Context: an optimization exercise on an open-source flow, tuned for small area, a short achievable clock period and few clock cycles per item. The choices shown serve that exercise and are no tape-out recipe. The RTL was checked by simulation tests, not by an equivalence proof against the original design. The clock port is modelled as an ideal driver, which makes a skipped or thinned clock tree look cheaper than it is; a real chip needs a root buffer or a tree. Power figures rest on the tool's default switching activity, not on a simulated workload.

[flow/flow/abc.script]
strash
dc2
dch -f
map -a
topo
[flow/flow/run.sh]
#!/bin/bash
# The standard layout with these changes:
#  - synthesis maps the logic with our own ABC script (flow/abc.script, area-oriented
#    mapping) instead of ORFS's, and leaves adders to ABC rather than mapping them to
#    full/half-adder cells first (MY_NO_FA). my_synth.tcl is synth_recipe.tcl with an abc
#    wrapper that swaps the script, so the rest of the synthesis (registers and their
#    names) is unchanged;
#  - the port buffers are sky130_fd_sc_hd__buf_1 instead of the slow clkdlybuf4s50_1 that
#    OpenROAD picks by default.
set -euo pipefail
here=$(pwd)
export MY_ABC_SCRIPT=$here/flow/abc.script
export MY_NO_FA=1
bash standard.sh finish \
  "SYNTH_SCRIPT=$here/flow/my_synth.tcl" \
  "BUFFER_PORTS_ARGS=-buffer_cell sky130_fd_sc_hd__buf_1" > standard.log 2>&1
[flow/standard.sh]
#!/bin/bash
# synth_recipe.tcl (not shown) runs the flow's synth.tcl, then flattens the netlist and writes it again
# the make line also repeats each setting of config.mk as NAME=value (left out here)
make -C /OpenROAD-flow-scripts/flow DESIGN_CONFIG=/design/flow/config.mk WORK_HOME=/design/flow/orfs CLKGATE_MAP_FILE= SYNTH_SCRIPT=/design/flow/synth_recipe.tcl "${@:-finish}"
[flow/design.v]
`timescale 1ns / 1ps
module blk_sqrt (
    input wire [7:0] x,
    output wire [3:0] y
);
  wire new_n13, new_n14, new_n15, new_n17, new_n18, new_n19, new_n20,
    new_n21, new_n22, new_n23, new_n24, new_n25, new_n26, new_n27, new_n28,
    new_n29, new_n30, new_n31, new_n32, new_n33, new_n34, new_n35, new_n36,
    new_n37, new_n38, new_n39, new_n41, new_n42, new_n43, new_n44, new_n45,
    new_n47;
  assign new_n13 = ~x[0]  & ~x[1] ;
  assign new_n14 = ~x[2]  & new_n13;
  assign new_n15 = ~x[3]  & new_n14;
  assign y[3]  = x[6]  | x[7] ;
  assign new_n17 = ~x[2]  & ~x[3] ;
  assign new_n18 = ~x[4]  & new_n17;
  assign new_n19 = ~y[3]  & new_n18;
  assign new_n20 = x[3]  & ~new_n14;
  assign new_n21 = x[6]  & x[7] ;
  assign new_n22 = ~new_n20 & ~new_n21;
  assign new_n23 = ~new_n19 & new_n22;
  assign new_n24 = ~new_n15 & ~new_n23;
  assign new_n25 = x[4]  & y[3] ;
  assign new_n26 = x[5]  & ~x[7] ;
  assign new_n27 = ~x[5]  & x[7] ;
  assign new_n28 = ~new_n26 & ~new_n27;
  assign new_n29 = ~new_n25 & ~new_n28;
  assign new_n30 = new_n25 & new_n28;
  assign new_n31 = ~new_n29 & ~new_n30;
  assign new_n32 = ~new_n24 & new_n31;
  assign new_n33 = x[4]  & ~new_n15;
  assign new_n34 = ~x[7]  & ~new_n33;
  assign new_n35 = ~new_n27 & ~new_n34;
  assign new_n36 = ~x[4]  & ~x[5] ;
  assign new_n37 = ~x[6]  & new_n36;
  assign new_n38 = ~new_n18 & ~new_n37;
  assign new_n39 = ~new_n35 & new_n38;
  assign y[0]  = ~new_n32 & ~new_n39;
  assign new_n41 = ~new_n26 & ~new_n37;
  assign new_n42 = ~x[7]  & new_n18;
  assign new_n43 = ~new_n41 & ~new_n42;
  assign new_n44 = ~x[5]  & new_n18;
  assign new_n45 = new_n21 & ~new_n44;
  assign y[1]  = new_n43 | new_n45;
  assign new_n47 = ~x[6]  & ~new_n36;
  assign y[2]  = new_n21 | new_n47;
endmodule
`timescale 1ns / 1ps
module topModule(
    input clock,
    input reset,
    input start,
    input [7:0] input_a,
    input [7:0] input_b,
    output reg done,
    output [7:0] result
);
wire [3:0] r;
wire [4:0] lo;
wire [3:0] hi_inc;
wire [3:0] y;
reg  [7:0] sum_reg;
blk_sqrt u_sqrt1(.x(input_b), .y(r));
assign lo = {1'b0, input_a[3:0]} + {1'b0, r};
assign hi_inc = input_a[7:4] + 4'd1;
always @(posedge clock) begin
    done <= start & ~reset;
    sum_reg <= {lo[4] ? hi_inc : input_a[7:4], lo[3:0]};
end
blk_sqrt u_sqrt2(.x(sum_reg), .y(y));
assign result = {4'd0, y};
endmodule
[flow/constraint.sdc]
create_clock -name core_clock -period 10.0 [get_ports {clock}]
set_input_delay 2.0000 -clock core_clock [delete_from_list [all_inputs] [get_ports {clock}]]
set_output_delay 2.0000 -clock core_clock [all_outputs]
set_load 0.01 [all_outputs]
[flow/flow/my_synth.tcl]
proc synth {args} { yosys synth -nofsm -noshare {*}$args }
# Technology mapping with our own ABC script and delay target (MY_ABC_SCRIPT, MY_ABC_D)
# instead of ORFS's; everything else in ORFS's synthesis is unchanged.
proc abc {args} {
  if {[info exists ::env(MY_ABC_SCRIPT)]} {
    set i [lsearch -exact $args -script]
    if {$i >= 0} { lset args [expr {$i + 1}] $::env(MY_ABC_SCRIPT) }
  }
  if {[info exists ::env(MY_ABC_D)]} {
    set i [lsearch -exact $args -D]
    if {$i >= 0} { lset args [expr {$i + 1}] $::env(MY_ABC_D) }
  }
  yosys abc {*}$args
}
# MY_NO_FA: leave adders to ABC instead of mapping them to full/half-adder cells first
if {[info exists ::env(MY_NO_FA)] && $::env(MY_NO_FA)} { set ::env(ADDER_MAP_FILE) "" }
source $::env(SCRIPTS_DIR)/synth.tcl
# left out here: clear keep_hierarchy, flatten, clean up, hide names made inside functions, write 1_2_yosys.v
[flow/config.mk]
export PLATFORM = sky130hd
export DESIGN_NAME = topModule
export DESIGN_NICKNAME = topModule
export VERILOG_FILES = /design/flow/design.v
export SDC_FILE = /design/flow/constraint.sdc
export NUM_CORES = 4
export LEC_CHECK = 0
export ABC_AREA = 1
export CAP_MARGIN = 20
export CORE_MARGIN = 2
export CORE_UTILIZATION = 40
export CTS_BUF_LIST = sky130_fd_sc_hd__clkbuf_2
export SLEW_MARGIN = 20
==> impl_metrics.ini, run 1 <==
[logic_synthesis]
syn_avg_cell_area_um2 = 6.589
synth_top_family_by_area = simple AND/OR/NAND/NOR gates
synthXorXnorAreaFrac = 0.1414
muxShareOfSynthArea = 0
synthSimpleGateAreaFrac = 0.2788
syn-cell-area_um2 = 619.3
synth_fa_ha_area_frac = 0
synth_compound_area_frac = 0.1677
ys_seq_area_frac = 0.2909
synth_seq_cells = 9
synth.distinct_cells = 19
yosysWarnings = 1
synth_cells = 94

[timing]
setup_violations = 0
fin_crit_sh = 0.3919
clock.fmax_ghz = 0.2552
fin_setup_tns_ns = 0
rsz0062_at_grt = false
hold_violations = 0
fin_crit_ns = 3.919
slew_violations = 0

[setup_path]
cp.arrival_ns = 4.04
crit_type = in -> reg
cp-start-kind = input pin
end_kind = flop
cp_max_fo = 5
worstPathRequired_ns = 10.12

[pwr]
p_switching_w = 0.00003335
peakVddDrop_mv = 0.04137
p_int_w = 0.00006667
p_leak_nw = 0.2972
switching_share = 0.3334
seq_power_share = 0.459
pwr-share-clk = 0.212
p_comb_frac = 0.328
power.density_mw_per_mm2 = 137.6

[cts]
post_cts_buffers = 0
clk_pin_slew_ns = 0.08
hold_buffers = 0
clockBufferDepth = 2
htree_levels = 1
cts_buffers = 3
clockRootBuffer = clkbuf_2
cts.sinks = 9
cts_resized = 0
cts_tree = yes

[placed_design]
gp_congestion = 0.8454
io_buffer_count = 23
dp.final_hpwl_um = 962.7
placed_cell_area_um2 = 706.9

[grt]
grt_pass1_wl_um = 1814
grt_max_degree = 7
antenna_found_initial = 0
grt_use_total = 0.1258
grt_pass1_vias = 533
grt-ovfl-total = 0

[layout]
multi_input_area_um2 = 379.1
seq_area_um2 = 180.2
layout.nets = 140
drive_gt1_frac = 0.05833
largest_reg_flops = 8
diodes = 0
nFillCells = 168
finalInstanceArea_um2 = 726.9
syn_to_final_growth_pct = 17.37

[status]
status = timing/DRC/antenna clean

[drt]
vias = 645
drt_pass1_iterations = 2
first_iter_violations = 3
ant_nets = 0
drc = 0
wirelength_um = 1066
wl_per_cell_um = 7.838
vias_per_cell = 4.743

[die]
die_h_um = 43.35
coreArea_mm2 = 0.001471
rows = 14
io_pins = 28
dieArea_mm2 = 0.001879
die_w_um = 43.35
start_util = 0.4209

[min_path]
hold_class = in -> reg

[run]
drv_cap = 0
[cell type report]
class / count / area share
inverter: 11 / 0.05680
clock buffer: 4 / 0.02754
tap: 16 / 0.02754
timing repair buffer: 23 / 0.1188
sequential: 9 / 0.2478
multi-input combinational: 73 / 0.5215
[worst max-delay path, stage by stage]
cell and delay [ns]:
buf_1 0.17, clkinv_1 0.17, nor2_1 0.19, nor2_1 0.07
xor2_1 0.12, a32oi_1 0.09, nand2_1 0.11, nor2_1 0.04
a21oi_1 0.19, nor2_1 0.06, a21oi_1 0.18, nand2_1 0.09
and3_2 0.21, and3_2 0.19, xor2_1 0.14
[worst paths after layout]
kind       start                  to  slack (ns)  cells past startpoint
min        reset        done$_DFF_P_        1.91                      2
max   input_b[7]  sum_reg[7]$_DFF_P_        6.08                     15
[power groups by stage]
stage / sequential, W / combinational (W) / clock, W
6_report: 0.0000459 / 0.0000329 / 0.0000213
5_1_grt: 0.0000466 / 0.0000383 / 0.0000239
4_1_cts: 0.0000459 / 0.0000332 / 0.0000226
3_5_place_dp: 0.0000467 / 0.0000331 / 0
3_3_place_gp: 0.0000468 / 0.0000326 / 0
2_1_floorplan: 0.0000460 / 0.0000255 / 0
[cells by family after synthesis]
group	after synthesis
AND/OR/NAND/NOR	41
other	1
buffers and inverters	15
AO/OA/AOI/OAI	18
XOR/XNOR	10
flip-flops	9
[stage by stage]
step | power, W | std cells | worst slack, ns | util | hold WS (ns)
global placement | 0.00007943 | 132 | 5.903 | 0.4804 | 2.150
CTS | 0.0001017 | 136 | 6.087 | 0.4940 | 1.888
global route | 0.0001088 | 136 | 5.894 | 0.4940 | 1.885
finish | 0.0001000 | 136 | 6.081 | 0.4940 | 1.907
floorplan | 0.00007152 | 97 | 6.202 | - | 2.071
detailed placement | 0.00007987 | 132 | 5.838 | 0.4804 | 2.153
[cells in the mapped netlist]
master	count	area share
nor2_1	21	0.13
clkinv_1	11	0.067
nand2_1	11	0.067
dfxtp_1	9	0.29
xor2_1	8	0.11
a21oi_1	6	0.048
o21ai_0	6	0.048
buf_4	4	0.048
nor3_1	4	0.032
o22ai_1	3	0.030
and3_2	2	0.024
xnor2_1	2	0.028
a2bb2oi_1	1	0.014
a32oi_1	1	0.014
conb_1	1	0.0061
nand3_1	1	0.0081
nor4_1	1	0.010
o31ai_1	1	0.012
or2_2	1	0.010
[routing by layer]
metal / vias up / GRT usage / share of wire
li1: 355 / - / -
met1: 271 / 0.1166 / 0.39
met2: 19 / 0.2567 / 0.56
met3: 0 / 0.01250 / 0.048
met4: 0 / 0.07273 / 0
met5: - / 0 / 0
[layout by cell type (no fill, tap or decap), types with 2 or more instances in the layout]
master,n
xor2_1,8
and3_2,2
nor2_1,21
buf_1,23
nand2_1,11
xnor2_1,2
conb_1,4
o21ai_0,6
nor3_1,4
a21oi_1,6
dfxtp_1,9
clkinv_1,11
clkbuf_2,4
o22ai_1,3
Testbench counts, summed over its fixed seeds: cycles 12,000, items 12,000.
==> run 2, diff against run 1 <==
==> flow/flow/abc.script (replaced) <==
strash
dch -f
map -a
strash
dch -f
map -a
topo
==> run 2 against run 1 <==
Critical endpoint unchanged. Worst setup slack better by 0.22 ns. Clock-buffer cell count did not move. Highest routed layer is now met4. Clock power about the same.
==> impl_metrics.ini, run 2 <==
[status]
status = timing/DRC/antenna clean

[logic_synthesis]
async_flop_share = 0
synth_compound_area_frac = 0.1725
synth_top_family_by_area = simple AND/OR/NAND/NOR gates
yosysWarnings = 1
muxShareOfSynthArea = 0
synth.distinct_cells = 22
yosysTopAreaCell = dfxtp_1
synth_top_area_frac = 0.2791
synthXorXnorAreaFrac = 0.09496
ys_top_cells_by_area = dfxtp_1, nor2_1, clkinv_1
yosysMostFrequentCell = nor2_1
syn_avg_cell_area_um2 = 6.330
synth_edf_count = 0
ys_seq_area_frac = 0.2791
synth_cells = 102
synth_common_cells = nor2_1, clkinv_1, nand2_1
synthSimpleGateAreaFrac = 0.3140
syn-cell-area_um2 = 645.6
synth_fa_ha_area_frac = 0
synth_seq_cells = 9
synth_ff_type = dfxtp_1

[pwr]
peakVddDrop_mv = 0.04140
pwr-share-clk = 0.214
p_total_w = 0.00009956
power.density_mw_per_mm2 = 132.2
p_comb_frac = 0.335
seq_power_share = 0.451
p_switching_w = 0.00003352
p_leak_nw = 0.3004
p_int_w = 0.00006603
switching_share = 0.3367

[min_path]
min_path_cells = 2
hold_class = in -> reg

[die]
start_util = 0.4286
dieArea_mm2 = 0.001951
io_pins = 28
die_w_um = 44.18
die_h_um = 44.18
coreArea_mm2 = 0.001506
rows = 14

[setup_path]
crit_chain = buf_1 > nor3_1 > nand2_1 > o211ai_1 > nand2_1 > nand2_1 > and3_2 > nand2_1 > a21oi_1 > nand3_1 > nand2_1 > nand4_1 > xnor2_1
critPathBufInv = 1
cp_max_fo = 4
cpMostUsedCell = nand2_1
crit_type = in -> reg
slowest_delay_ns = 0.38
critPathSlowestCell = nor3_1
cp.arrival_ns = 3.82
worstPathRequired_ns = 10.12
end_kind = flop
cp.depth = 13
cp-start-kind = input pin
crit_family = simple AND/OR/NAND/NOR gates

[layout]
fin_util = 0.5000
layout.nets = 148
syn_to_final_growth_pct = 16.67
seq_area_um2 = 180.2
nFillCells = 183
largest_reg_flops = 8
diodes = 0
drive_gt1_frac = 0.05469
multi_input_area_um2 = 390.4
final_common_cell = buf_1
mostFrequentLayoutCells = buf_1, nor2_1, clkinv_1

[drt]
ant_nets = 0
drt_pass1_iterations = 4
wirelength_um = 1120
drc = 0
first_iter_violations = 11
wl_per_cell_um = 7.778
vias = 692
vias_per_cell = 4.806

[cts]
cts_tree = yes
clockRootBuffer = clkbuf_2
htree_levels = 1
hold_buffers = 0
clockBufferDepth = 2
cts_resized = 0
post_cts_buffers = 0
cts_buffers = 3
cts.sinks = 9
clk_pin_slew_ns = 0.08

[timing]
slew_violations = 0
fin_crit_sh = 0.3702
setup_violations = 0
hold_violations = 0
rsz0062_at_grt = false
fin_setup_tns_ns = 0
clock.fmax_ghz = 0.2701
fin_crit_ns = 3.702

[grt]
grt_use_total = 0.1427
grt_pass1_vias = 592
grt_pass1_wl_um = 2132
grt-ovfl-total = 0
grt_max_degree = 7
antenna_found_initial = 0

[placed_design]
gp_congestion = 0.7673
dp.final_hpwl_um = 1023
io_buffer_count = 23

[run]
drv_cap = 0
[run 2: cell types whose count changed after synthesis, sizes merged, moves of 2 or more]
cell / previous run / this run
nand2: 11 / 14
o21ai: 6 / 3
xor2: 8 / 4
nor3: 4 / 6
o21a: 0 / 2
o22ai: 3 / 1
clkinv: 11 / 15
a21oi: 6 / 9
[run 2: layer usage]
metal,vias to the layer above,track usage,share of wire
li1,378,-,-
met1,292,0.1504,0.40
met2,20,0.2765,0.53
met3,2,0.02449,0.051
met4,0,0.05455,0.015
met5,-,0,0
[run 2: cell families (layout without fill, tap and decap cells)]
| family | Yosys count | after routing |
|---|---|---|
| other | 1 | 4 |
| buffers and inverters | 19 | 42 |
| AO/OA/AOI/OAI | 19 | 19 |
| AND/OR/NAND/NOR | 47 | 47 |
| XOR/XNOR | 7 | 7 |
| flip-flops | 9 | 9 |
[run 2: layout make-up]
cell class	count	area share
Timing Repair Buffer	23	0.1146
Tap cell	16	0.02658
Inverter	15	0.07475
Multi-Input combinational cell	77	0.5183
Sequential cell	9	0.2392
Clock buffer	4	0.02658
[run 2: through the flow]
step                hold WS, ns  worst slack [ns]  area, µm²  cells
CTS                       1.914             6.296      753.2    144
detailed placement        2.162             6.056      733.2    140
floorplan                 2.071             6.370      656.9    105
global route              1.920             5.961      753.2    144
finish                    1.917             6.298      753.2    144
global placement          2.151             6.094      733.2    140
[run 2: final timing paths]
check | slack (ns) | endpoint | startpoint
min | 1.92 | done$_DFF_P_ | reset
max | 6.30 | sum_reg[7]$_DFF_P_ | input_b[2]
[run 2: power by group through the flow]
stage	clock network, W	registers [W]	logic [W]
3_3_place_gp	0	0.0000458	0.0000331
5_1_grt	0.0000242	0.0000456	0.0000394
3_5_place_dp	0	0.0000458	0.0000337
4_1_cts	0.0000221	0.0000450	0.0000337
6_report	0.0000213	0.0000449	0.0000334
2_1_floorplan	0	0.0000451	0.0000258
==> run 3, diff against run 2 <==
--- a/flow/config.mk
+++ b/flow/config.mk
@@ -9,5 +9,5 @@
 export CAP_MARGIN = 20
-export CORE_MARGIN = 2
-export CORE_UTILIZATION = 40
+export CORE_AREA = 2 2 60 60
 export CTS_BUF_LIST = sky130_fd_sc_hd__clkbuf_2
+export DIE_AREA = 0 0 62 62
 export SLEW_MARGIN = 20
==> run 3 against run 2 <==
First-iteration DRC count is 64% higher. Sequential share of layout area is 1.1 points lower. Clock power grew 2%. Sequential power about the same. Sequential cell count did not move. Core utilization decreased by 26 points. Hold slack got worse by 0.0091 ns. Worst setup slack got worse by 0.0028 ns. Non-clock buffer count is the same. Area after synthesis is the same. Via count down 6.2%. Combinational power increased by 1%.
==> impl_metrics.ini, run 3 <==
[status]
status = timing/DRC/antenna clean

[layout]
fin_util = 0.2408
largest_reg_flops = 8
drive_gt1_frac = 0.05469
layout.nets = 148
final_common_cell = buf_1
diodes = 0
mostFrequentLayoutCells = buf_1, nor2_1, clkinv_1
syn_to_final_growth_pct = 22.48

[logic_synthesis]
synth_seq_cells = 9
yosysMostFrequentCell = nor2_1
synth_ff_type = dfxtp_1
synth_cells = 102
yosysWarnings = 1
synth_common_cells = nor2_1, clkinv_1, nand2_1
synth.distinct_cells = 22
async_flop_share = 0
ys_top_cells_by_area = dfxtp_1, nor2_1, clkinv_1
synth_top_area_frac = 0.2791
ys_seq_area_frac = 0.2791
syn-cell-area_um2 = 645.6
synth_edf_count = 0
yosysTopAreaCell = dfxtp_1
syn_avg_cell_area_um2 = 6.330

[grt]
antenna_found_initial = 0
grt-ovfl-total = 0
grt_pass1_wl_um = 1890
grt_use_total = 0.06573
grt_max_degree = 7
grt_pass1_vias = 502

[placed_design]
gp_congestion = 0.8229
io_buffer_count = 23
dp.final_hpwl_um = 1032

[cts]
cts_buffers = 3
htree_levels = 1
hold_buffers = 0
clk_pin_slew_ns = 0.08
cts_resized = 0
clockBufferDepth = 2
cts_tree = yes
clockRootBuffer = clkbuf_2
post_cts_buffers = 0
cts.sinks = 9

[run]
drv_cap = 0

[die]
rows = 21
coreArea_mm2 = 0.003284
io_pins = 28
die_w_um = 62
die_h_um = 62
start_util = 0.1966
dieArea_mm2 = 0.003844

[drt]
drc = 0
first_iter_violations = 18
vias_per_cell = 3.730
drt_pass1_iterations = 4
ant_nets = 0
wl_per_cell_um = 6.810
vias = 649
wirelength_um = 1185

[pwr]
seq_power_share = 0.447
p_leak_nw = 0.3004
pwr-share-clk = 0.216
p_int_w = 0.00006602
power.density_mw_per_mm2 = 126.8
p_switching_w = 0.00003427
p_comb_frac = 0.337
switching_share = 0.3417
peakVddDrop_mv = 0.02482

[setup_path]
cpMostUsedCell = nand2_1
crit_type = in -> reg
cp_max_fo = 4
end_kind = flop
crit_chain = buf_1 > nor3_1 > nand2_1 > o211ai_1 > nand2_1 > nand2_1 > and3_2 > nand2_1 > a21oi_1 > nand3_1 > nand2_1 > nand4_1 > xnor2_1
critPathSlowestCell = nor3_1
cp-start-kind = input pin
slowest_delay_ns = 0.37
cp.arrival_ns = 3.83
worstPathRequired_ns = 10.13

[timing]
fin_setup_tns_ns = 0
fin_crit_sh = 0.3705
hold_violations = 0
fin_crit_ns = 3.705
clock.fmax_ghz = 0.2699
rsz0062_at_grt = false
setup_violations = 0
slew_violations = 0

[min_path]
hold_class = in -> reg
==> run 3: cell counts after synthesis <==
Identical to the previous run, type by type.
==> run 3: power by group through the flow <==
| stage | Clock (W) | Combinational [W] | Sequential (W) |
|---|---|---|---|
| after global routing | 0.0000247 | 0.0000391 | 0.0000454 |
| after detailed placement | 0 | 0.0000340 | 0.0000458 |
| after CTS | 0.0000230 | 0.0000341 | 0.0000449 |
| after global placement | 0 | 0.0000336 | 0.0000458 |
| final | 0.0000217 | 0.0000338 | 0.0000448 |
| after floorplan | 0 | 0.0000258 | 0.0000451 |
==> run 3: path summary, 6_finish.rpt <==
| kind | from | end | slack, ns | cells after the start |
|---|---|---|---|---|
| worst max-delay path | input_b[2] | sum_reg[7]$_DFF_P_ | 6.30 | 13 |
| worst min-delay path | reset | done$_DFF_P_ | 1.91 | 2 |
==> run 3: cells by family after synthesis <==
family | synth area share
xor+xnor | 0.09496
compound gates | 0.1725
buf+inv | 0.1337
simple gates | 0.3140
other cells | 0.005808
flops | 0.2791
==> run 3: cell type report <==
class | count | area, µm²
clock buffer | 4 | 20.02
fill | 379 | 2494
inverter | 15 | 56.30
multi-input combinational | 77 | 390.4
sequential | 9 | 180.2
tap | 46 | 57.56
timing repair buffer | 23 | 86.33
==> run 3: metrics by stage <==
stage	cell area (µm²)	total power, W	hold WS (ns)	setup slack [ns]	instances
2_1_floorplan	656.9	0.00007098	2.071	6.370	105
3_3_place_gp	770.7	0.00007935	2.152	6.097	170
3_5_place_dp	770.7	0.00007971	2.155	6.048	170
4_1_cts	790.8	0.0001021	1.889	6.305	174
5_1_grt	790.8	0.0001092	1.901	6.026	174
6_report	790.8	0.0001003	1.908	6.295	174
==> run 3: critical path: cells and delay by family <==
kind | cells | cell delay, ns
compound gates | 2 | 0.32
simple gates | 9 | 1.27
xor+xnor | 1 | 0.15
buf+inv | 1 | 0.08
==> run 3: metal layers <==
metal	vias to the layer above	GRT usage	routed length, µm	part of all wire
met3	0	0.01242	68	0.057
met5	-	0	0	0
met1	254	0.08706	587	0.50
met4	0	0.03647	0	0
li1	377	-	-	-
met2	18	0.09970	529	0.45
==> run 4, diff against run 3 <==
--- a/flow/flow/run.sh
+++ b/flow/flow/run.sh
@@ -15,2 +15,3 @@
   "SYNTH_SCRIPT=$here/flow/my_synth.tcl" \
-  "BUFFER_PORTS_ARGS=-buffer_cell sky130_fd_sc_hd__buf_1" > standard.log 2>&1
+  "BUFFER_PORTS_ARGS=-buffer_cell sky130_fd_sc_hd__buf_1" \
+  "SETUP_SLACK_MARGIN=6.5" > standard.log 2>&1
--- a/flow/config.mk
+++ b/flow/config.mk
@@ -9,5 +9,5 @@
 export CAP_MARGIN = 20
-export CORE_AREA = 2 2 60 60
+export CORE_AREA = 2 2 68 68
 export CTS_BUF_LIST = sky130_fd_sc_hd__clkbuf_2
-export DIE_AREA = 0 0 62 62
+export DIE_AREA = 0 0 70 70
 export SLEW_MARGIN = 20
==> run 4 against run 3 <==
Highest routed layer is now met4. Combinational power rose by 31%. Sequential cell count did not move. Area after synthesis did not move. Maximum frequency rose by 7.9%. Critical endpoint is now result[0].
==> impl_metrics.ini, run 4 <==
[status]
status = timing/DRC/antenna clean

[placed_design]
dp.final_hpwl_um = 1098
dp_cells = 176
io_buffer_count = 23
placed_cell_area_um2 = 789.5
gp_congestion = 0.8042

[min_path]
hold_class = in -> reg

[drt]
wl_per_cell_um = 8.005
drt_pass1_iterations = 4
vias_per_cell = 3.913
wirelength_um = 1473
drc = 0
ant_nets = 0
vias = 720
first_iter_violations = 13

[layout]
final_cells = 184
largest_reg_flops = 8
drive_gt1_frac = 0.2727
layout.nets = 152
finalInstanceArea_um2 = 937.1
nFillCells = 493
mostFrequentLayoutCells = nor2_1, buf_1, nand2_1
syn_to_final_growth_pct = 45.16
diodes = 0

[setup_path]
slowest_delay_ns = 0.34
end_kind = primary output
crit_type = reg -> out
worstPathRequired_ns = 8.00
cp.arrival_ns = 1.43
crit_chain = buf_4 > nor3_1 > nor2_1 > a22oi_2 > buf_2
cp-start-kind = flop
cp_max_fo = 3
critPathSlowestCell = dfxtp_2

[logic_synthesis]
synth_ff_type = dfxtp_1
yosysWarnings = 1
synth_cells = 102
synth_top_area_frac = 0.2791
synth_common_cells = nor2_1, clkinv_1, nand2_1
async_flop_share = 0
ys_seq_area_frac = 0.2791
synth_seq_cells = 9
synth_edf_count = 0
yosysMostFrequentCell = nor2_1
yosysTopAreaCell = dfxtp_1
syn_avg_cell_area_um2 = 6.330
synth.distinct_cells = 22
syn-cell-area_um2 = 645.6
ys_top_cells_by_area = dfxtp_1, nor2_1, clkinv_1

[grt]
grt_use_total = 0.05449
grt_max_degree = 7
grt_pass1_wl_um = 2159
grt-ovfl-total = 0
antenna_found_initial = 0
grt_pass1_vias = 570

[timing]
fin_crit_sh = 0.3435
hold_violations = 0
fin_crit_ns = 3.435
rsz0062_at_grt = true
setup_violations = 0
slew_violations = 0
fin_setup_tns_ns = 0
clock.fmax_ghz = 0.2911

[die]
start_util = 0.1514
rows = 24
die_h_um = 70
die_w_um = 70
dieArea_mm2 = 0.004900
io_pins = 28
coreArea_mm2 = 0.004264

[pwr]
p_leak_nw = 0.3685
switching_share = 0.3594
power.density_mw_per_mm2 = 120.8
peakVddDrop_mv = 0.02853
p_switching_w = 0.00004071
p_int_w = 0.00007254
pwr-share-clk = 0.193
p_comb_frac = 0.390
seq_power_share = 0.416

[cts]
cts_buffers = 3
cts.sinks = 9
clk_pin_slew_ns = 0.08
clockBufferDepth = 2
cts_tree = yes
htree_levels = 1
clockRootBuffer = clkbuf_2

[run]
drv_cap = 0
==> run 4: cell counts after synthesis <==
No cell type changed its count.
==> run 4: kinds of logic (layout without fill, tap and decap cells) <==
logic type	after synthesis	count (layout)	share of synthesized area
flip-flops	9	9	0.2791
AND/OR/NAND/NOR	47	47	0.3140
buffers and inverters	19	46	0.1337
other	1	4	0.005808
AO/OA/AOI/OAI	19	19	0.1725
XOR/XNOR	7	7	0.09496
==> run 4: final timing paths <==
check | endpoint | from | depth (start not counted) | slack [ns]
setup / recovery | result[0] | sum_reg[4]$_DFF_P_ | 5 | 6.57
hold / removal | done$_DFF_P_ | reset | 2 | 1.91
==> run 4: what timing repair did <==
action / in CTS / in global routing
setup endpoints to repair: 4 / 4
resized for setup: 6 / 29
pin swaps: 2 / 9
hold buffers: 0 / 0
hold endpoints to repair: 0 / 0
setup buffers: 3 / 1
==> run 4: metrics by stage <==
stage / power, W / worst slack [ns] / hold slack [ns] / util
2_1_floorplan: 0.00007155 / 6.501 / 2.071 / -
3_3_place_gp: 0.00008000 / 6.189 / 2.156 / 0.1852
3_5_place_dp: 0.00008035 / 6.158 / 2.163 / 0.1852
4_1_cts: 0.0001065 / 6.505 / 1.891 / 0.1978
5_1_grt: 0.0001228 / 6.465 / 1.878 / 0.2198
6_report: 0.0001133 / 6.565 / 1.911 / 0.2198
==> run 4: cell type report <==
type                       instances  area [µm²]  share of cell area
timing repair buffer              27       136.4              0.1455
multi-input combinational         77       471.7              0.5033
sequential                         9       183.9              0.1963
clock buffer                       4       20.02             0.02136
inverter                          15       60.06             0.06409
tap                               52       65.06             0.06943
==> run 4: critical path, delay by kind of cell (launching register included) <==
family | cells | cell delay (ns)
compound gates | 1 | 0.18
buf+inv | 2 | 0.29
simple gates | 2 | 0.40
flops | 1 | 0.34
==> run 4: power groups by stage <==
stage,Combinational [W],Sequential [W],Clock (W)
after CTS,0.0000377,0.0000452,0.0000236
after global placement,0.0000342,0.0000458,0
final,0.0000442,0.0000471,0.0000219
after global routing,0.0000493,0.0000477,0.0000258
after detailed placement,0.0000345,0.0000459,0
after floorplan,0.0000264,0.0000451,0
==> run 4: routing by layer <==
metal,GRT usage,part of all wire,vias to the layer above
li1,-,-,384
met1,0.06556,0.41,311
met2,0.08148,0.50,23
met3,0.01299,0.072,2
met4,0.04487,0.020,0
met5,0,0,-
==> run 5, diff against run 4 <==
--- a/flow/flow/run.sh
+++ b/flow/flow/run.sh
@@ -16,2 +16,2 @@
   "BUFFER_PORTS_ARGS=-buffer_cell sky130_fd_sc_hd__buf_1" \
-  "SETUP_SLACK_MARGIN=6.5" > standard.log 2>&1
+  "SETUP_SLACK_MARGIN=6.9" > standard.log 2>&1
==> run 5 against run 4 <==
Still clean. Clock-buffer cell count unchanged. Sequential share of layout area is 2.2 points lower. Maximum frequency is 1.8% higher. Power up 10%. Via count rose by 3.8%. Sequential cell count stayed put. Critical path depth up 2. Area after synthesis did not move. First-iteration DRC count shrank 46%. Die area unchanged. Critical path type unchanged. Critical endpoint unchanged.
==> impl_metrics.ini, run 5 <==
[cts]
htree_levels = 1
clk_pin_slew_ns = 0.08
cts.sinks = 9
cts_buffers = 3
clockBufferDepth = 2
cts_tree = yes
clockRootBuffer = clkbuf_2

[logic_synthesis]
yosysTopAreaCell = dfxtp_1
synth_top_area_frac = 0.2791
yosysMostFrequentCell = nor2_1
synth_cells = 102
syn-cell-area_um2 = 645.6
synth.distinct_cells = 22
synth_edf_count = 0
synth_ff_type = dfxtp_1
syn_avg_cell_area_um2 = 6.330
async_flop_share = 0
yosysWarnings = 1
ys_top_cells_by_area = dfxtp_1, nor2_1, clkinv_1
synth_seq_cells = 9
ys_seq_area_frac = 0.2791
synth_common_cells = nor2_1, clkinv_1, nand2_1

[drt]
wl_per_cell_um = 8.089
ant_nets = 0
first_iter_violations = 7
vias_per_cell = 3.911
wirelength_um = 1545
vias = 747
drt_pass1_iterations = 4
drc = 0

[layout]
syn_to_final_growth_pct = 70.15
diodes = 0
final_cells = 191
final_common_cell = nor2_1
largest_reg_flops = 8
nFillCells = 491
layout.nets = 159
mostFrequentLayoutCells = nor2_1, buf_1, nand2_1, buf_4, clkinv_1
drive_gt1_frac = 0.3957
finalInstanceArea_mm2 = 0.001099

[setup_path]
critPathSlowestCell = dfxtp_4
worstPathRequired_ns = 8.00
end_kind = primary output
cpMostUsedCell = nor2_1
cp.arrival_ns = 1.37
crit_type = reg -> out
cp-start-kind = flop
cp_max_fo = 3
slowest_delay_ns = 0.36
crit_chain = nor3_4 > inv_2 > nor2_1 > nor2_1 > o21a_1 > a22oi_2 > buf_2

[pwr]
p_leak_nw = 0.4333
peakVddDrop_mv = 0.02608
power.density_mw_per_mm2 = 113.4

[grt]
grt_use_total = 0.06443
grt_max_degree = 7
grt_pass1_wl_um = 2525
antenna_found_initial = 0
grt_pass1_vias = 688
grt-ovfl-total = 0

[timing]
fin_crit_sh = 0.3374
setup_violations = 0
hold_violations = 0
slew_violations = 0
rsz0062_at_grt = true
fin_crit_ns = 3.374
fin_setup_tns_ns = 0
holdWs_ns = 1.908
clock.fmax_ghz = 0.2963

[die]
coreArea_mm2 = 0.004264
start_util = 0.1514
die_w_um = 70
die_h_um = 70
io_pins = 28
dieArea_mm2 = 0.004900
rows = 24

[min_path]
hold_class = in -> reg
min_from = reset
min_path_cells = 2
holdPathEnd = done$_DFF_P_

[placed_design]
placed_cell_area_um2 = 834.6
dp_cells = 176
io_buffer_count = 23
dp.final_hpwl_um = 1191
gp_congestion = 0.8277

[status]
status = timing/DRC/antenna clean

[run]
drv_cap = 0
-- run 5: metal layers --
layer / vias up / global-route usage / part of all wire
met2: 23 / 0.1111 / 0.52
met3: 5 / 0.008658 / 0.039
li1: 401 / - / -
met5: - / 0 / 0
met4: 0 / 0.05128 / 0.032
met1: 318 / 0.07011 / 0.41
-- run 5: timing repair --
item                       in CTS  in global routing
setup endpoints to repair      10                 10
pin swaps                      13                  8
resized for setup              34                 18
hold buffers                    0                  0
setup buffers                   7                  4
-- run 5: critical path, delay by kind of cell, from the launching register on --
| kind | cells | cell delay (ns) |
|---|---|---|
| simple gates | 3 | 0.30 |
| compound gates | 2 | 0.27 |
| flops | 1 | 0.36 |
| buf+inv | 2 | 0.20 |
-- run 5: worst max-delay path by stage --
stage                            start            endpoint  slack (ns)  depth (start not counted)
finish              sum_reg[2]$_DFF_P_           result[0]        6.63                          7
floorplan                   input_b[2]  sum_reg[7]$_DFF_P_        6.58                         12
global route        sum_reg[2]$_DFF_P_           result[0]        6.50                          7
CTS                 sum_reg[4]$_DFF_P_           result[0]        6.55                          7
detailed placement          input_b[7]  sum_reg[7]$_DFF_P_        6.22                         13
global placement            input_b[7]  sum_reg[7]$_DFF_P_        6.27                         13
-- run 5: logic make-up after synthesis --
family,synth area share
simple gates,0.3140
compound gates,0.1725
buf+inv,0.1337
flops,0.2791
xor+xnor,0.09496
other cells,0.005808
-- run 5: area by class of cell --
| type | instances | area (µm²) | share of cell area |
|---|---|---|---|
| Multi-Input combinational cell | 77 | 541.8 | 0.4932 |
| Timing Repair Buffer | 34 | 214.0 | 0.1948 |
| Sequential cell | 9 | 191.4 | 0.1743 |
| Inverter | 15 | 66.31 | 0.06036 |
| Tap cell | 52 | 65.06 | 0.05923 |
| Clock buffer | 4 | 20.02 | 0.01822 |
-- run 5: power by group --
| group | total (W) | leakage (nW) | internal [W] | switching, W |
|---|---|---|---|---|
| registers | 0.0000480 | 0.0764 | 0.0000420 | 0.00000604 |
| clock network | 0.0000219 | 0.0166 | 0.0000106 | 0.0000113 |
| logic | 0.0000547 | 0.340 | 0.0000270 | 0.0000277 |
| total | 0.000125 | 0.433 | 0.0000796 | 0.0000450 |
-- run 5: per-stage QoR --
step / util / power (W) / worst slack, ns
after CTS: 0.2365 / 0.0001173 / 6.547
after detailed placement: 0.1957 / 0.00008492 / 6.224
final: 0.2576 / 0.0001246 / 6.626
after floorplan: - / 0.00007540 / 6.576
after global placement: 0.1957 / 0.00008438 / 6.266
after global routing: 0.2576 / 0.0001340 / 6.504
==> run 6, diff against run 5 <==
--- a/flow/flow/run.sh
+++ b/flow/flow/run.sh
@@ -16,2 +16,2 @@
   "BUFFER_PORTS_ARGS=-buffer_cell sky130_fd_sc_hd__buf_1" \
-  "SETUP_SLACK_MARGIN=6.9" > standard.log 2>&1
+  "CTS_ARGS=-repair_clock_nets -buf_list sky130_fd_sc_hd__clkbuf_2 -dont_use_dummy_load" > standard.log 2>&1
==> run 6 against run 5 <==
Clock-buffer cell count fell by 1. Combinational power fell by 38%. Global-route usage down 1.1 points. Cell area shrank 28%. Core utilization fell by 7.2 points. Largest power group is now registers. Critical path depth up 6. Non-clock buffer count decreased by 11. Sequential power down 6.2%. Synthesized cell count is the same. Critical endpoint is now sum_reg[7]$_DFF_P_. Still clean on timing, DRC and antenna. Wire length decreased by 16%. Maximum frequency fell by 7.8%.
==> impl_metrics.ini, run 6 <==
[status]
status = timing/DRC/antenna clean

[cts]
clk_pin_slew_ns = 0.08
hold_buffers = 0
htree_levels = 1
cts.sinks = 9
cts_resized = 0
clockBufferDepth = 2
cts_tree = yes
clockRootBuffer = clkbuf_2
post_cts_buffers = 0
cts_buffers = 3

[drt]
vias = 668
wl_per_cell_um = 7.274
ant_nets = 0
wirelength_um = 1302
vias_per_cell = 3.732
drt_pass1_iterations = 4
first_iter_violations = 15
drc = 0

[setup_path]
crit_chain = buf_1 > nor3_1 > nand2_1 > o211ai_1 > nand2_1 > nand2_1 > and3_2 > nand2_1 > a21oi_1 > nand3_1 > nand2_1 > nand4_1 > xnor2_1
slowest_delay_ns = 0.37
critPathSlowestCell = nor3_1
cp.arrival_ns = 3.79
endpoint = sum_reg[7]$_DFF_P_
worstPathRequired_ns = 10.13
cpMostUsedCell = nand2_1
cp-start-kind = input pin
end_kind = flop
crit_type = in -> reg
cp_max_fo = 4
cp-startpoint = input_b[2]

[logic_synthesis]
yosysMostFrequentCell = nor2_1
yosysWarnings = 1
synth.distinct_cells = 22
synth_common_cells = nor2_1, clkinv_1, nand2_1
syn-cell-area_um2 = 645.6
synth_cells = 102
async_flop_share = 0
ys_seq_area_frac = 0.2791
synth_ff_type = dfxtp_1
synth_top_area_frac = 0.2791
syn_avg_cell_area_um2 = 6.330
ys_top_cells_by_area = dfxtp_1, nor2_1, clkinv_1
yosysTopAreaCell = dfxtp_1
synth_seq_cells = 9
synth_edf_count = 0

[layout]
syn_to_final_growth_pct = 22.87
layout.nets = 148
drive_gt1_frac = 0.04724
final_common_cell = buf_1
diodes = 0
mostFrequentLayoutCells = buf_1, nor2_1, clkinv_1
multi_input_area_um2 = 390.4
nFillCells = 509
largest_reg_flops = 8
seq_area_um2 = 180.2

[die]
coreArea_mm2 = 0.004264
start_util = 0.1514
die_w_um = 70
io_pins = 28
die_h_um = 70
dieArea_mm2 = 0.004900
rows = 24

[timing]
hold_violations = 0
clock.fmax_ghz = 0.2732
slew_violations = 0
setup_slack_ns = 6.339
fin_setup_tns_ns = 0
fin_crit_ns = 3.661
rsz0062_at_grt = false
fin_crit_sh = 0.3661
setup_violations = 0

[run]
drv_cap = 0

[min_path]
hold_class = in -> reg
min_from = reset

[pwr]
peakVddDrop_mv = 0.02524
power.density_mw_per_mm2 = 122.4
p_leak_nw = 0.2963

[grt]
grt_use_total = 0.05362
antenna_found_initial = 0
grt-ovfl-total = 0
grt_max_degree = 7
grt_pass1_vias = 543
grt_pass1_wl_um = 2145

[placed_design]
gp_congestion = 0.8244
dp.final_hpwl_um = 1156
place_worst_setup_slack_ns = 6.046
io_buffer_count = 23
[run 6: how the worst min path moves through the flow]
stage / to / slack [ns] / cells past startpoint
floorplan: done$_DFF_P_ / 2.07 / 1
global placement: done$_DFF_P_ / 2.15 / 2
detailed placement: done$_DFF_P_ / 2.16 / 2
CTS: done$_DFF_P_ / 1.89 / 2
global route: done$_DFF_P_ / 1.90 / 2
finish: done$_DFF_P_ / 1.91 / 2
[run 6: critical path: cells and delay by family]
kind	cells	cell delay, ns
buffers and inverters	1	0.09
AND/OR/NAND/NOR	9	1.23
XOR/XNOR	1	0.15
AO/OA/AOI/OAI	2	0.32
[run 6: cells by family (layout without fill, tap and decap cells)]
| logic type | Yosys count | in the layout | synth area share |
|---|---|---|---|
| simple gates | 47 | 47 | 0.3140 |
| compound gates | 19 | 19 | 0.1725 |
| buf+inv | 19 | 41 | 0.1337 |
| flops | 9 | 9 | 0.2791 |
| xor+xnor | 7 | 7 | 0.09496 |
| other cells | 1 | 4 | 0.005808 |
[run 6: layout make-up]
cell class / count / share of cell area
Clock buffer: 3 / 0.01893
Inverter: 15 / 0.07098
Multi-Input combinational cell: 77 / 0.4921
Sequential cell: 9 / 0.2271
Tap cell: 52 / 0.08202
Timing Repair Buffer: 23 / 0.1088
[run 6: power breakdown]
part           internal (W)  total [W]  switching [W]  leakage [nW]
clock            0.00000816  0.0000184      0.0000102        0.0125
sequential        0.0000412  0.0000450     0.00000377        0.0758
combinational     0.0000142  0.0000338      0.0000195         0.208
[run 6: routing by layer]
layer	wire length (µm)	global-route usage	part of all wire
met5	0	0	0
met4	0	0.04487	0
met3	58	0.002886	0.045
met2	629	0.07937	0.48
met1	613	0.07093	0.47
[run 6: per-stage QoR]
| stage | hold WS [ns] | util | power [W] | instance area (µm²) | instances |
|---|---|---|---|---|---|
| after global placement | 2.150 | 0.1825 | 0.00007926 | 778.2 | 176 |
| after CTS | 1.888 | 0.1860 | 0.00009891 | 793.3 | 179 |
| after detailed placement | 2.162 | 0.1825 | 0.00007985 | 778.2 | 176 |
| after floorplan | 2.071 | - | 0.00007098 | 656.9 | 105 |
| after global routing | 1.896 | 0.1860 | 0.0001045 | 793.3 | 179 |
| final | 1.906 | 0.1860 | 0.00009709 | 793.3 | 179 |
==> run 7, diff against run 6 <==
--- a/flow/flow/run.sh
+++ b/flow/flow/run.sh
@@ -16,2 +16,3 @@
   "BUFFER_PORTS_ARGS=-buffer_cell sky130_fd_sc_hd__buf_1" \
+  "SKIP_REPAIR_TIE_FANOUT=1" \
   "CTS_ARGS=-repair_clock_nets -buf_list sky130_fd_sc_hd__clkbuf_2 -dont_use_dummy_load" > standard.log 2>&1
==> run 7 against run 6 <==
Sequential share of layout area grew 0.33 points. Largest cell class unchanged. Die area is the same. Clock power shrank 5%. Synthesized cell count is the same. First-iteration DRC count grew 33%. Critical path type unchanged. Global-route usage shrank 0.18 points. Still clean. Non-clock buffer count is the same. Critical endpoint unchanged. Critical path depth is the same. Maximum frequency shrank 1.3%. Cell area shrank 1.4%. Wire length shrank 1.2%.
==> impl_metrics.ini, run 7 <==
[grt]
grt_pass1_vias = 522
grt_pass1_wl_um = 2132
grt-ovfl-total = 0
grt_max_degree = 7
grt_use_total = 0.05183
antenna_found_initial = 0

[logic_synthesis]
syn_avg_cell_area_um2 = 6.330
yosysWarnings = 1
ys_top_cells_by_area = dfxtp_1, nor2_1, clkinv_1
yosysTopAreaCell = dfxtp_1
synth_top_area_frac = 0.2791
synth_edf_count = 0
syn-cell-area_um2 = 645.6
synth_seq_cells = 9
ys_seq_area_frac = 0.2791
synth_common_cells = nor2_1, clkinv_1, nand2_1
yosysMostFrequentCell = nor2_1
async_flop_share = 0
synth.distinct_cells = 22
synth_ff_type = dfxtp_1
synth_cells = 102

[setup_path]
crit_chain = buf_1 > clkinv_1 > nor2_1 > nor2_1 > xor2_1 > nand2_1 > and3_2 > nand2_1 > a21oi_1 > nand3_1 > nand2_1 > nand4_1 > xnor2_1
cp.arrival_ns = 3.81
critPathBufInv = 2
crit_family = simple AND/OR/NAND/NOR gates
cp-start-kind = input pin
critPathSlowestCell = a21oi_1
cp_max_fo = 5
end_kind = flop
worstPathRequired_ns = 10.10
slowest_delay_ns = 0.24
crit_type = in -> reg
cpMostUsedCell = nand2_1

[layout]
largest_reg_flops = 8
drive_gt1_frac = 0.04839
mostFrequentLayoutCells = buf_1, nor2_1, clkinv_1
layout.nets = 145
syn_to_final_growth_pct = 21.12
seq_area_um2 = 180.2
diodes = 0
fin_util = 0.1834
multi_input_area_um2 = 379.1
nFillCells = 485
final_common_cell = buf_1
final_cells = 176

[pwr]
seq_power_share = 0.467
pwr-share-clk = 0.182
switching_share = 0.3398
power.density_mw_per_mm2 = 123.2
p_switching_w = 0.00003272
p_comb_frac = 0.351
p_total_w = 0.00009630
p_int_w = 0.00006358
p_leak_nw = 0.2866
peakVddDrop_mv = 0.02495

[run]
drv_cap = 0

[drt]
wirelength_um = 1287
first_iter_violations = 20
vias = 645
drt_pass1_iterations = 2
drc = 0
ant_nets = 0
wl_met1_um = 614
wl_per_cell_um = 7.313
wl_met2_um = 621
vias_per_cell = 3.665
wl_met3_um = 52
dr.max_layer_used = met3

[timing]
setup_slack_ns = 6.290
setup_violations = 0
fin_setup_tns_ns = 0
rsz0062_at_grt = false
hold_violations = 0
clock.fmax_ghz = 0.2695
fin_crit_sh = 0.3710
slew_violations = 0
fin_crit_ns = 3.710

[die]
start_util = 0.1514
die_h_um = 70
rows = 24
io_pins = 28
die_w_um = 70
dieArea_mm2 = 0.004900
coreArea_mm2 = 0.004264

[cts]
cts_resized = 0
clockBufferDepth = 2
htree_levels = 1
clk_pin_slew_ns = 0.06
cts_tree = yes
cts.sinks = 9
post_cts_buffers = 0
hold_buffers = 0
cts_buffers = 3
clockRootBuffer = clkbuf_2

[status]
status = timing/DRC/antenna clean

[placed_design]
io_buffer_count = 23
dp_cells = 173
place_worst_setup_slack_ns = 6.034
dp.final_hpwl_um = 1146
gp_congestion = 0.8914

[min_path]
hold_class = in -> reg
-- run 7: power groups by stage --
stage / combinational, W / sequential [W] / clock (W)
final: 0.0000338 / 0.0000449 / 0.0000175
after global routing: 0.0000386 / 0.0000457 / 0.0000203
after CTS: 0.0000342 / 0.0000449 / 0.0000186
after detailed placement: 0.0000341 / 0.0000457 / 0
after global placement: 0.0000338 / 0.0000457 / 0
after floorplan: 0.0000258 / 0.0000451 / 0
-- run 7: cell type report --
| type | instances | share of cell area |
|---|---|---|
| clock buffer | 3 | 0.01920 |
| timing repair buffer | 23 | 0.1104 |
| multi-input combinational | 74 | 0.4848 |
| sequential | 9 | 0.2304 |
| tap | 52 | 0.08320 |
| inverter | 15 | 0.07200 |
-- run 7: per-layer routing --
layer / global-route usage / vias up
met5: 0 / -
met4: 0.03205 / 0
met3: 0.002886 / 0
met2: 0.08254 / 11
met1: 0.06830 / 263
li1: - / 371
-- run 7: logic make-up (layout without fill, tap and decap cells) --
group / after synthesis / count (layout) / share of synthesized area
buffers and inverters: 19 / 41 / 0.1337
other: 1 / 1 / 0.005808
AND/OR/NAND/NOR: 47 / 47 / 0.3140
flip-flops: 9 / 9 / 0.2791
XOR/XNOR: 7 / 7 / 0.09496
AO/OA/AOI/OAI: 19 / 19 / 0.1725
-- run 7: final timing paths --
kind | slack, ns | endpoint | depth (start not counted) | startpoint
worst max-delay path | 6.29 | sum_reg[7]$_DFF_P_ | 13 | input_b[7]
worst min-delay path | 1.94 | done$_DFF_P_ | 2 | reset
-- run 7: metrics by stage --
stage               hold WS, ns  cell area [µm²]
floorplan                 2.071            645.6
global placement          2.150            767.0
detailed placement        2.161            767.0
global route              1.916            782.0
finish                    1.935            782.0
CTS                       1.924            782.0
==> run 8, diff against run 7 <==
--- a/flow/flow/run.sh
+++ b/flow/flow/run.sh
@@ -16,3 +16,2 @@
   "BUFFER_PORTS_ARGS=-buffer_cell sky130_fd_sc_hd__buf_1" \
-  "SKIP_REPAIR_TIE_FANOUT=1" \
-  "CTS_ARGS=-repair_clock_nets -buf_list sky130_fd_sc_hd__clkbuf_2 -dont_use_dummy_load" > standard.log 2>&1
+  "CTS_ARGS=-sink_clustering_enable -sink_clustering_size 20 -sink_clustering_max_diameter 200 -repair_clock_nets -buf_list sky130_fd_sc_hd__clkbuf_2 -dont_use_dummy_load" > standard.log 2>&1
==> run 8 against run 7 <==
Global-route usage increased by 0.18 points. Cell area grew 1.4%. Cell count increased by 1.7%. Wire length rose by 1.2%. Area after synthesis unchanged. First-iteration DRC count down 25%. Critical path type unchanged. Highest routed layer unchanged.
==> impl_metrics.ini, run 8 <==
[cts]
clockRootBuffer = clkbuf_2
post_cts_buffers = 0
htree_levels = 1
clk_pin_slew_ns = 0.08
hold_buffers = 0
clockBufferDepth = 2
cts_buffers = 3
cts_resized = 0
cts_tree = yes
cts.sinks = 9

[setup_path]
crit_family = simple AND/OR/NAND/NOR gates
crit_chain = buf_1 > nor3_1 > nand2_1 > o211ai_1 > nand2_1 > nand2_1 > and3_2 > nand2_1 > a21oi_1 > nand3_1 > nand2_1 > nand4_1 > xnor2_1
critPathBufInv = 1
cp_max_fo = 4
worstPathRequired_ns = 10.13
slowest_delay_ns = 0.37
cpMostUsedCell = nand2_1
cp.arrival_ns = 3.79
cp-start-kind = input pin
end_kind = flop
crit_type = in -> reg
critPathSlowestCell = nor3_1

[logic_synthesis]
syn-cell-area_um2 = 645.6
syn_avg_cell_area_um2 = 6.330
synth_ff_type = dfxtp_1
synth_common_cells = nor2_1, clkinv_1, nand2_1
yosysMostFrequentCell = nor2_1
ys_seq_area_frac = 0.2791
yosysWarnings = 1
synth_top_area_frac = 0.2791
synth_seq_cells = 9
synth_cells = 102
synth.distinct_cells = 22
async_flop_share = 0
yosysTopAreaCell = dfxtp_1
ys_top_cells_by_area = dfxtp_1, nor2_1, clkinv_1
synth_edf_count = 0

[drt]
first_iter_violations = 15
drc = 0
ant_nets = 0
vias = 668
vias_per_cell = 3.732
drt_pass1_iterations = 4
wl_per_cell_um = 7.274
wirelength_um = 1302

[timing]
fin_setup_tns_ns = 0
fin_crit_sh = 0.3661
slew_violations = 0
fin_crit_ns = 3.661
clock.fmax_ghz = 0.2732
rsz0062_at_grt = false
setup_violations = 0
hold_violations = 0

[die]
rows = 24
die_h_um = 70
coreArea_mm2 = 0.004264
die_w_um = 70
dieArea_mm2 = 0.004900
io_pins = 28
start_util = 0.1514

[placed_design]
io_buffer_count = 23
dp.final_hpwl_um = 1156
gp_congestion = 0.8244
dp_cells = 176

[pwr]
p_leak_nw = 0.2963
p_total_w = 0.00009709
power.density_mw_per_mm2 = 122.4
peakVddDrop_mv = 0.02524

[grt]
grt_util_met3 = 0.002886
antenna_found_initial = 0
gr-usage-met2 = 0.07937
global_route.usage.met1 = 0.07093
grt_max_degree = 7
grt_use_total = 0.05362
grt_pass1_wl_um = 2145
grt-busiest-layer = met2
grt-ovfl-total = 0
grt_pass1_vias = 543

[layout]
layout.nets = 148
final_cells = 179
final_common_cell = buf_1
diodes = 0
syn_to_final_growth_pct = 22.87
largest_reg_flops = 8
mostFrequentLayoutCells = buf_1, nor2_1, clkinv_1
drive_gt1_frac = 0.04724

[run]
drv_cap = 0

[min_path]
hold_class = in -> reg

[status]
status = timing/DRC/antenna clean
run 8: cell count changes in the layout (fill, tap and decap cells not counted), sizes merged:
cell and delta:
conb +3
run 8: cell families (layout without fill, tap and decap cells):
logic type,count (synthesis),count (layout),share of synthesized area
AOI/OAI and AO/OA,19,19,0.1725
other,1,4,0.005808
DFF,9,9,0.2791
xor gates and xnor gates,7,7,0.09496
buffers and inverters,19,41,0.1337
and+or+nand+nor,47,47,0.3140
run 8: final timing paths:
| kind | start | endpoint | slack (ns) | cells after the start |
|---|---|---|---|---|
| setup / recovery | input_b[2] | sum_reg[7]$_DFF_P_ | 6.34 | 13 |
| hold / removal | reset | done$_DFF_P_ | 1.91 | 2 |
run 8: layout make-up:
cell class / count / area, µm²
tap: 52 / 65.06
inverter: 15 / 56.30
clock buffer: 3 / 15.01
fill: 509 / 3471
sequential: 9 / 180.2
timing repair buffer: 23 / 86.33
multi-input combinational: 77 / 390.4
run 8: per-layer routing:
| metal | part of all wire | vias up |
|---|---|---|
| li1 | - | 378 |
| met4 | 0 | 0 |
| met1 | 0.47 | 274 |
| met5 | 0 | - |
| met3 | 0.045 | 0 |
| met2 | 0.48 | 16 |
run 8: through the flow:
stage	util	hold WS, ns	area, µm²	setup slack (ns)
5_1_grt	0.1860	1.896	793.3	6.039
2_1_floorplan	-	2.071	656.9	6.370
3_5_place_dp	0.1825	2.162	778.2	6.046
3_3_place_gp	0.1825	2.150	778.2	6.098
4_1_cts	0.1860	1.888	793.3	6.330
6_report	0.1860	1.906	793.3	6.339
run 8: report_power, final:
part | internal (W) | switching (W)
sequential | 0.0000412 | 0.00000377
combinational | 0.0000142 | 0.0000195
clock | 0.00000816 | 0.0000102
==> run 9, diff against run 8 <==
--- a/flow/flow/run.sh
+++ b/flow/flow/run.sh
@@ -15,3 +15,2 @@
   "SYNTH_SCRIPT=$here/flow/my_synth.tcl" \
-  "BUFFER_PORTS_ARGS=-buffer_cell sky130_fd_sc_hd__buf_1" \
-  "CTS_ARGS=-sink_clustering_enable -sink_clustering_size 20 -sink_clustering_max_diameter 200 -repair_clock_nets -buf_list sky130_fd_sc_hd__clkbuf_2 -dont_use_dummy_load" > standard.log 2>&1
+  "BUFFER_PORTS_ARGS=-buffer_cell sky130_fd_sc_hd__buf_1" > standard.log 2>&1
==> run 9 against run 8 <==
Cell count grew 0.56%. Non-clock buffer count is the same. Sequential power is essentially flat. Via count grew 0.30%. Clock power grew 18%. Critical path type unchanged. Critical endpoint unchanged. Cell area grew 0.63%. Sequential share of layout area shrank 0.14 points. Critical path depth is the same.
==> impl_metrics.ini, run 9 <==
[drt]
vias = 670
vias_per_cell = 3.722
ant_nets = 0
drc = 0
first_iter_violations = 14
wl_per_cell_um = 7.250
drt_pass1_iterations = 4
wirelength_um = 1305

[timing]
setup_violations = 0
clock.fmax_ghz = 0.2732
fin_crit_sh = 0.3661
slew_violations = 0
fin_setup_tns_ns = 0
fin_crit_ns = 3.661
rsz0062_at_grt = false
setup_slack_ns = 6.339
hold_violations = 0

[die]
dieArea_mm2 = 0.004900
coreArea_mm2 = 0.004264
start_util = 0.1514
die_w_um = 70
die_h_um = 70
io_pins = 28
rows = 24

[cts]
cts_tree = yes
clockBufferDepth = 2
cts.sinks = 9
hold_buffers = 0
cts_buffers = 3
cts_resized = 0
clockRootBuffer = clkbuf_2
post_cts_buffers = 0
clk_pin_slew_ns = 0.08
htree_levels = 1

[layout]
syn_to_final_growth_pct = 23.64
mostFrequentLayoutCells = buf_1, nor2_1, clkinv_1
layout.nets = 148
largest_reg_flops = 8
fin_util = 0.1872
drive_gt1_frac = 0.05469
finalInstanceArea_um2 = 798.3
diodes = 0
final_common_cell = buf_1

[placed_design]
place_worst_setup_slack_ns = 6.046
placed_cell_area_um2 = 778.2
io_buffer_count = 23
gp_congestion = 0.8244
dp.final_hpwl_um = 1156

[logic_synthesis]
yosysWarnings = 1
synth.distinct_cells = 22
yosysTopAreaCell = dfxtp_1
synth_top_area_frac = 0.2791
syn-cell-area_um2 = 645.6
ys_top_cells_by_area = dfxtp_1, nor2_1, clkinv_1
synth_cells = 102
synth_ff_type = dfxtp_1
syn_avg_cell_area_um2 = 6.330
async_flop_share = 0
ys_seq_area_frac = 0.2791
synth_seq_cells = 9
yosysMostFrequentCell = nor2_1
synth_common_cells = nor2_1, clkinv_1, nand2_1
synth_edf_count = 0

[run]
drv_cap = 0

[pwr]
pwr-share-clk = 0.216
switching_share = 0.3425
p_total_w = 0.0001004
p_comb_frac = 0.336
p_int_w = 0.00006602
power.density_mw_per_mm2 = 125.8
p_leak_nw = 0.3004
p_switching_w = 0.00003439
peakVddDrop_mv = 0.02531
seq_power_share = 0.448

[grt]
antenna_found_initial = 0
grt_max_degree = 7
grt_use_total = 0.05392
grt_pass1_wl_um = 2159
grt_pass1_vias = 545
grt-ovfl-total = 0

[setup_path]
critPathSlowestCell = nor3_1
cp.arrival_ns = 3.79
slowest_delay_ns = 0.37
end_kind = flop
worstPathRequired_ns = 10.13
cpMostUsedCell = nand2_1
crit_family = simple AND/OR/NAND/NOR gates
crit_chain = buf_1 > nor3_1 > nand2_1 > o211ai_1 > nand2_1 > nand2_1 > and3_2 > nand2_1 > a21oi_1 > nand3_1 > nand2_1 > nand4_1 > xnor2_1
cp_max_fo = 4
critPathBufInv = 1
crit_type = in -> reg
cp-start-kind = input pin

[min_path]
hold_class = in -> reg

[status]
status = timing/DRC/antenna clean
run 9: logic make-up after synthesis:
logic type	after synthesis	share of synthesized area
AOI/OAI and AO/OA	19	0.1725
xor gates and xnor gates	7	0.09496
buffers and inverters	19	0.1337
DFF	9	0.2791
other	1	0.005808
and+or+nand+nor	47	0.3140
run 9: power by group through the flow:
| stage | registers, W | logic [W] | clock network [W] |
|---|---|---|---|
| 2_1_floorplan | 0.0000451 | 0.0000258 | 0 |
| 3_3_place_gp | 0.0000458 | 0.0000335 | 0 |
| 3_5_place_dp | 0.0000459 | 0.0000340 | 0 |
| 4_1_cts | 0.0000450 | 0.0000341 | 0.0000232 |
| 5_1_grt | 0.0000455 | 0.0000387 | 0.0000240 |
| 6_report | 0.0000449 | 0.0000338 | 0.0000217 |
run 9: path summary, 6_finish.rpt:
| check | startpoint | endpoint | slack [ns] | depth (start not counted) |
|---|---|---|---|---|
| max | input_b[2] | sum_reg[7]$_DFF_P_ | 6.34 | 13 |
| min | reset | done$_DFF_P_ | 1.91 | 2 |
run 9: cell type report:
cell class                      instances  area, µm²
Sequential cell                         9      180.2
Timing Repair Buffer                   23      86.33
Clock buffer                            4      20.02
Tap cell                               52      65.06
Inverter                               15      56.30
Fill cell                             510       3466
Multi-Input combinational cell         77      390.4
run 9: metrics by stage:
stage / hold WS [ns] / std cells
global placement: 2.150 / 176
floorplan: 2.071 / 105
global route: 1.896 / 180
finish: 1.905 / 180
CTS: 1.888 / 180
detailed placement: 2.162 / 176
run 9: routing by layer:
layer  up-vias  global-route usage  wire [µm]
li1        379                   -          -
met1       275             0.07093        614
met2        16             0.08042        632
met3         0            0.002886         58
met4         0             0.04487          0
met5         -                   0          0
==> run 10, diff against run 9 <==
--- a/flow/flow/run.sh
+++ b/flow/flow/run.sh
@@ -8,3 +8,6 @@
 #  - the port buffers are sky130_fd_sc_hd__buf_1 instead of the slow clkdlybuf4s50_1 that
-#    OpenROAD picks by default.
+#    OpenROAD picks by default;
+#  - the constant outputs share one tie cell, and the clock tree is a single buffer:
+#    after CTS, flow/one_clkbuf.tcl connects all clock sinks to the root buffer and
+#    removes the leaf buffers and the dummy load.
 set -euo pipefail
@@ -13,4 +16,8 @@
 export MY_NO_FA=1
-bash standard.sh finish \
-  "SYNTH_SCRIPT=$here/flow/my_synth.tcl" \
-  "BUFFER_PORTS_ARGS=-buffer_cell sky130_fd_sc_hd__buf_1" > standard.log 2>&1
+args=("SYNTH_SCRIPT=$here/flow/my_synth.tcl"
+      "BUFFER_PORTS_ARGS=-buffer_cell sky130_fd_sc_hd__buf_1"
+      "SKIP_REPAIR_TIE_FANOUT=1")
+bash standard.sh cts "${args[@]}" > standard_cts.log 2>&1
+ROOT_CLKBUF=sky130_fd_sc_hd__clkbuf_4 CTS_ODB=$here/orfs/results/sky130hd/topModule/base/4_cts.odb \
+  openroad -no_init -exit $here/flow/one_clkbuf.tcl > one_clkbuf.log 2>&1
+bash standard.sh finish "${args[@]}" > standard.log 2>&1
==> flow/flow/one_clkbuf.tcl (new file) <==
# After CTS: drive every clock sink from the root clock buffer and remove the leaf buffers
# that TritonCTS put between them (one buffer is enough for this handful of flip-flops).
# The root buffer becomes ROOT_CLKBUF.
read_db $::env(CTS_ODB)
set block [ord::get_db_block]
set root ""
foreach inst [$block getInsts] {
  if {[string match "clkbuf_0_*" [$inst getName]]} { set root $inst }
}
if {$root eq ""} { puts "no root clock buffer"; exit 1 }
set rootnet [[$root findITerm X] getNet]
set removed 0
foreach inst [$block getInsts] {
  if {[string match "clkbuf_1_*" [$inst getName]] || [string match "clkload*" [$inst getName]]} {
    set in [[$inst findITerm A] getNet]
    if {$in ne $rootnet} { puts "unexpected clock tree shape at [$inst getName]"; exit 1 }
    set xt [$inst findITerm X]
    set outnet [$xt getNet]
    if {$outnet ne "NULL"} {
      foreach it [$outnet getITerms] {
        if {[$it getInst] ne $inst} { $it disconnect; $it connect $rootnet }
      }
    }
    [$inst findITerm A] disconnect
    if {$outnet ne "NULL"} { $xt disconnect; odb::dbNet_destroy $outnet }
    odb::dbInst_destroy $inst
    incr removed
  }
}
# one buffer now drives every sink: make it strong enough for the flip-flops' clock slew
$root swapMaster [[ord::get_db] findMaster $::env(ROOT_CLKBUF)]
detailed_placement
check_placement -verbose
puts "removed $removed clock buffers; root [$root getName] drives [llength [$rootnet getITerms]] pins"
write_db $::env(CTS_ODB)
==> run 10 against run 9 <==
Still clean. Synthesized cell count unchanged. Power down 9.5%. Critical path depth unchanged. Sequential share of layout area up 0.69 points.
==> impl_metrics.ini, run 10 <==
[status]
status = timing/DRC/antenna clean

[layout]
diodes = 0
final_common_cell = buf_1
largest_reg_flops = 8
layout.nets = 143
syn_to_final_growth_pct = 19.96
drive_gt1_frac = 0.03279
mostFrequentLayoutCells = buf_1, nor2_1, clkinv_1

[placed_design]
io_buffer_count = 23
dp.final_hpwl_um = 1146
place_worst_setup_slack_ns = 6.034
gp_congestion = 0.8914

[die]
io_pins = 28
dieArea_mm2 = 0.004900
coreArea_mm2 = 0.004264
die_w_um = 70
die_h_um = 70
start_util = 0.1514
rows = 24

[min_path]
holdPathEnd = done$_DFF_P_
min_path_cells = 2
min_from = reset
hold_class = in -> reg

[drt]
vias_per_cell = 3.707
wl_per_cell_um = 7.385
vias = 645
ant_nets = 0
drt_pass1_iterations = 4
drc = 0
first_iter_violations = 19
wirelength_um = 1285

[logic_synthesis]
synth_seq_cells = 9
synth_ff_type = dfxtp_1
yosysWarnings = 1
synth_edf_count = 0
syn-cell-area_um2 = 645.6
ys_top_cells_by_area = dfxtp_1, nor2_1, clkinv_1
synth_cells = 102
yosysMostFrequentCell = nor2_1
synth.distinct_cells = 22
ys_seq_area_frac = 0.2791
yosysTopAreaCell = dfxtp_1
syn_avg_cell_area_um2 = 6.330
async_flop_share = 0
synth_top_area_frac = 0.2791
synth_common_cells = nor2_1, clkinv_1, nand2_1

[timing]
fin_crit_sh = 0.3771
fin_crit_ns = 3.771
hold_violations = 0
slew_violations = 0
setup_slack_ns = 6.229
clock.fmax_ghz = 0.2652
rsz0062_at_grt = false
fin_setup_tns_ns = 0
setup_violations = 0

[setup_path]
crit_type = in -> reg
slowest_delay_ns = 0.23
cp_max_fo = 5
cpMostUsedCell = nand2_1
end_kind = flop
cp.arrival_ns = 3.81
worstPathRequired_ns = 10.04
crit_chain = buf_1 > clkinv_1 > nor2_1 > nor2_1 > xor2_1 > nand2_1 > and3_2 > nand2_1 > a21oi_1 > nand3_1 > nand2_1 > nand4_1 > xnor2_1
critPathSlowestCell = a21oi_1
cp-start-kind = input pin

[pwr]
peakVddDrop_mv = 0.02499
p_total_w = 0.00009085
power.density_mw_per_mm2 = 117.3
p_leak_nw = 0.2787

[grt]
grt-ovfl-total = 0
grt_pass1_vias = 511
antenna_found_initial = 0
grt_pass1_wl_um = 2125
grt_use_total = 0.05392
grt_max_degree = 10

[cts]
cts.sinks = 9
post_cts_buffers = 0
cts_resized = 0
clk_pin_slew_ns = 0.08
hold_buffers = 0

[run]
drv_cap = 0
-- run 10: per-layer routing --
layer,up-vias,track usage,part of all wire
met3,0,0.002886,0.040
met2,11,0.09418,0.48
met5,-,0,0
li1,368,-,-
met1,266,0.07005,0.48
met4,0,0.01923,0
-- run 10: worst max-delay path by stage --
stage,startpoint,endpoint,slack [ns],depth (start not counted)
2_1_floorplan,input_b[2],sum_reg[7]$_DFF_P_,6.37,12
3_3_place_gp,input_b[7],sum_reg[7]$_DFF_P_,6.09,13
3_5_place_dp,input_b[2],sum_reg[7]$_DFF_P_,6.03,13
4_1_cts,input_b[2],sum_reg[7]$_DFF_P_,6.28,13
5_1_grt,input_b[4],sum_reg[7]$_DFF_P_,5.94,13
6_report,input_b[7],sum_reg[7]$_DFF_P_,6.23,13
-- run 10: layout make-up --
| class | instances | area (µm²) |
|---|---|---|
| flip-flops and latches | 9 | 180.2 |
| multi-input cells | 74 | 379.1 |
| well taps | 52 | 65.06 |
| fillers | 482 | 3490 |
| clock buffers | 1 | 7.507 |
| repair buffers | 23 | 86.33 |
| inverters | 15 | 56.30 |
-- run 10: kinds of logic after synthesis --
group	Yosys count	synth area share
flip-flops	9	0.2791
AND/OR/NAND/NOR	47	0.3140
AO/OA/AOI/OAI	19	0.1725
buffers and inverters	19	0.1337
other	1	0.005808
XOR/XNOR	7	0.09496
-- run 10: power breakdown --
group          internal [W]  switching, W
registers         0.0000412    0.00000375
clock network    0.00000477    0.00000722
logic             0.0000142     0.0000197
-- run 10: worst max-delay path, delay by kind of cell --
kind | cells | cell delay, ns
buf+inv | 2 | 0.35
simple gates | 8 | 0.93
compound gates | 1 | 0.23
xor+xnor | 2 | 0.28
-- run 10: per-stage QoR --
step | area (µm²) | hold slack [ns] | std cells | util
6_report | 774.5 | 1.999 | 174 | 0.1816
5_1_grt | 774.5 | 1.986 | 174 | 0.1816
4_1_cts | 787.0 | 1.917 | 177 | 0.1846
3_5_place_dp | 767.0 | 2.161 | 173 | 0.1799
3_3_place_gp | 767.0 | 2.150 | 173 | 0.1799
2_1_floorplan | 645.6 | 2.071 | 102 | -

Re-timed with assumed drivers on the ports (clkbuf_16 on the clock, buf_2 on other inputs), run 10 has 6.214 ns of setup slack against 6.229 ns with ideal ports, and 6.053 ns once port delays also move by the mid clock arrival of 0.161 ns.
